From an optimization exercise on the open Yosys and OpenROAD flow, aimed at small area and a short achievable clock period; shortcuts taken in it are not production practice.
Only simulation tests tie the RTL to the original design; equivalence was not proved.
Power and IR drop assume default switching activity.

// pda_cpu
module pda_cpu(input logic clk, reset,
		output logic [31:0] imem_addr,
		input  logic [31:0] imem_rdata,
		output logic [31:0] dmem_addr,
		output logic [31:0] dmem_wdata,
		output logic dmem_we,
		input  logic [31:0] dmem_rdata,
		output logic [8:0]  pix_x,
		output logic [7:0]  pix_y,
		output logic [31:0] pix_wdata,
		output logic pix_we,
		input  logic [31:0] pix_rdata);
Size: about 5300 cells after synthesis, about 810 flip-flops.
Settings: LEC_CHECK=0, CAP_MARGIN=20, CORE_MARGIN=2, CORE_UTILIZATION=40, SLEW_MARGIN=20; clock period 15.0 ns.
standard.sh (not shown) runs the stock make flow with config.mk's settings and CLKGATE_MAP_FILE= SYNTH_SCRIPT=/design/flow/synth_recipe.tcl, a recipe that flattens the netlist after the stock synthesis.
==> flow/flow/run.sh <==
#!/bin/bash
# Standard ORFS layout (the standard.sh, standard synthesis unchanged),
# with timing repair asked to leave 10 ns of setup slack at the 15 ns clock.
set -euo pipefail
bash standard.sh SETUP_SLACK_MARGIN=10 finish > orfs_flow.log 2>&1
The starting point went through all stages and came out clean.
==> next run, changes <==
==> flow/flow/run.sh (replaced) <==
#!/bin/bash
# Standard ORFS layout (the standard.sh, standard synthesis unchanged),
# with timing repair asked to leave 9.4 ns of setup slack at the 15 ns clock.
set -euo pipefail
bash standard.sh SETUP_SLACK_MARGIN=9.4 finish > orfs_flow.log 2>&1
CAP_MARGIN = 10   (was 20)
CTS_BUF_LIST = sky130_fd_sc_hd__clkbuf_8   (was not set)
SLEW_MARGIN = 10   (was 20)
Outcome:
- The changed run finished with timing, DRC and antenna clean
- hold slack gets better by 0.033 ns
- clock-buffer cell count increases by 49
- via count hardly moves
- core utilization decreases by 1.3 points
- register-to-register slack gets worse by 0.20 ns
- cell count increases by 0.58%
- sequential power hardly moves
- combinational power decreases by 15%
- first-iteration DRC count increases by 8.9%
- global-route usage decreases by 0.48 points
- fmax decreases by 3.4%


== red ==
Another version of the RTL of pda_cpu (not shown whole).
Size: roughly 950 flip-flops, roughly 250 I/O pins, ~55,000 µm² of cells after synthesis.
## pda_cpu
module pda_cpu(input logic clk, reset,
		output logic [31:0] imem_addr,
		input  logic [31:0] imem_rdata,
		output logic [31:0] dmem_addr,
		output logic [31:0] dmem_wdata,
		output logic dmem_we,
		input  logic [31:0] dmem_rdata,
		output logic [8:0]  pix_x,
		output logic [7:0]  pix_y,
		output logic [31:0] pix_wdata,
		output logic pix_we,
		input  logic [31:0] pix_rdata);
	logic [31:0] pcF, sumE;
	logic takenE;
	always_ff @(posedge clk)
		if (reset)       pcF <= 32'b0;
		else if (takenE) pcF <= sumE;
		else             pcF <= pcF + 32'd1;
	assign imem_addr = pcF;
	logic [31:0] instD;
	logic validD;
	always_ff @(posedge clk) begin
		instD  <= imem_rdata;
		validD <= ~(reset | takenE);
	end
	logic [3:0] A1F, A2F, RdM;
	logic regWriteM;
	logic [15:0] oh1D, oh2D;
	logic fwd1, fwd2;
	assign A1F = imem_rdata[28] ? 4'd15 : imem_rdata[16:13];
	assign A2F = (imem_rdata[28:27] == 2'b01 && imem_rdata[24]) ? imem_rdata[20:17] : imem_rdata[3:0];
	always_ff @(posedge clk) begin
		for (int k = 0; k < 16; k++) begin
			oh1D[k] <= (A1F == k);
			oh2D[k] <= (A2F == k);
		end
		fwd1 <= ~reset & regWriteM & (RdM == A1F);
		fwd2 <= ~reset & regWriteM & (RdM == A2F);
	end
	logic [1:0] op;
	logic [4:0] cmd;
	logic immI;
	logic [3:0] RdD, RnD, RsD;
	logic [2:0] condD;
  ...
export LEC_CHECK = 0
export CAP_MARGIN = 10
export CORE_MARGIN = 2
export CORE_UTILIZATION = 40
export CTS_BUF_LIST = sky130_fd_sc_hd__clkbuf_8
export SLEW_MARGIN = 10
create_clock -name core_clock -period 15.0 [get_ports {clk}]
==> flow/flow/run.sh <==
#!/bin/bash
# Standard ORFS layout (the standard.sh, standard synthesis unchanged),
# with timing repair asked to leave 9.7 ns of setup slack at the 15 ns clock.
set -euo pipefail
bash standard.sh SETUP_SLACK_MARGIN=9.7 finish > orfs_flow.log 2>&1
red | status: complete | timing, DRC, antenna: pass
The following lists how blue was set up differently from red:
==> flow/flow/run.sh <==
#!/bin/bash
# Standard ORFS layout (the standard.sh, standard synthesis unchanged),
# with timing repair asked to leave 10 ns of setup slack at the 15 ns clock.
set -euo pipefail
bash standard.sh SETUP_SLACK_MARGIN=10 finish > orfs_flow.log 2>&1
red vs blue, start point of the critical path: bOneE[2] vs aE[8]
Summary of blue over red: overall power of the completed layout up 170 µW, portion of total power attributed to combinational logic increased 1.0 points, clock latency of the later-clocked register in the worst-skew pair went up by 20 ps, proportion of cell area occupied by multi-input gates did not really move.
Total number of nets in the final design, blue vs red: up slightly
Compared to red, blue shows a wider setup margin.
Pre-CTS worst setup slack ended up 260 ps higher on blue than on red.
blue vs. red: average detailed-routed wire length per instance went down by 0.38 µm.
Global-route usage delta (red -> blue): insignificant

static timing again, ports no longer ideal:
The results above use ideal ports. As a check the final layouts listed here were re-extracted and re-timed, cells and wires unchanged. Step 1: set_driving_cell puts a clkbuf_16 on clk and a buf_2 on each other input, an assumption about the parent block. Step 2, shift: input delay + t, output delay - t, t = (earliest + latest rising clock arrival at the registers) / 2. This alone moves slack from input paths to output paths. a / b / c = ideal ports / drivers / drivers and shift; a / b = the first two.
run	t (ns)	slack for setup (ns)	slew at the worst register clock pin (ns)
the first run of note 1	0.756	9.421 / 9.421 / 9.421	0.07 / 0.07
the second run of note 1	0.899	9.223 / 9.223 / 9.223	0.07 / 0.07
red	0.980	9.588 / 9.588 / 9.497	0.09 / 0.09
blue	0.998	9.713 / 9.713 / 9.713	0.07 / 0.07
After both steps every run listed still meets setup and hold. The setup slack of red, which loses most, moves by 0.000 ns with the drivers and by -0.091 ns with both steps.
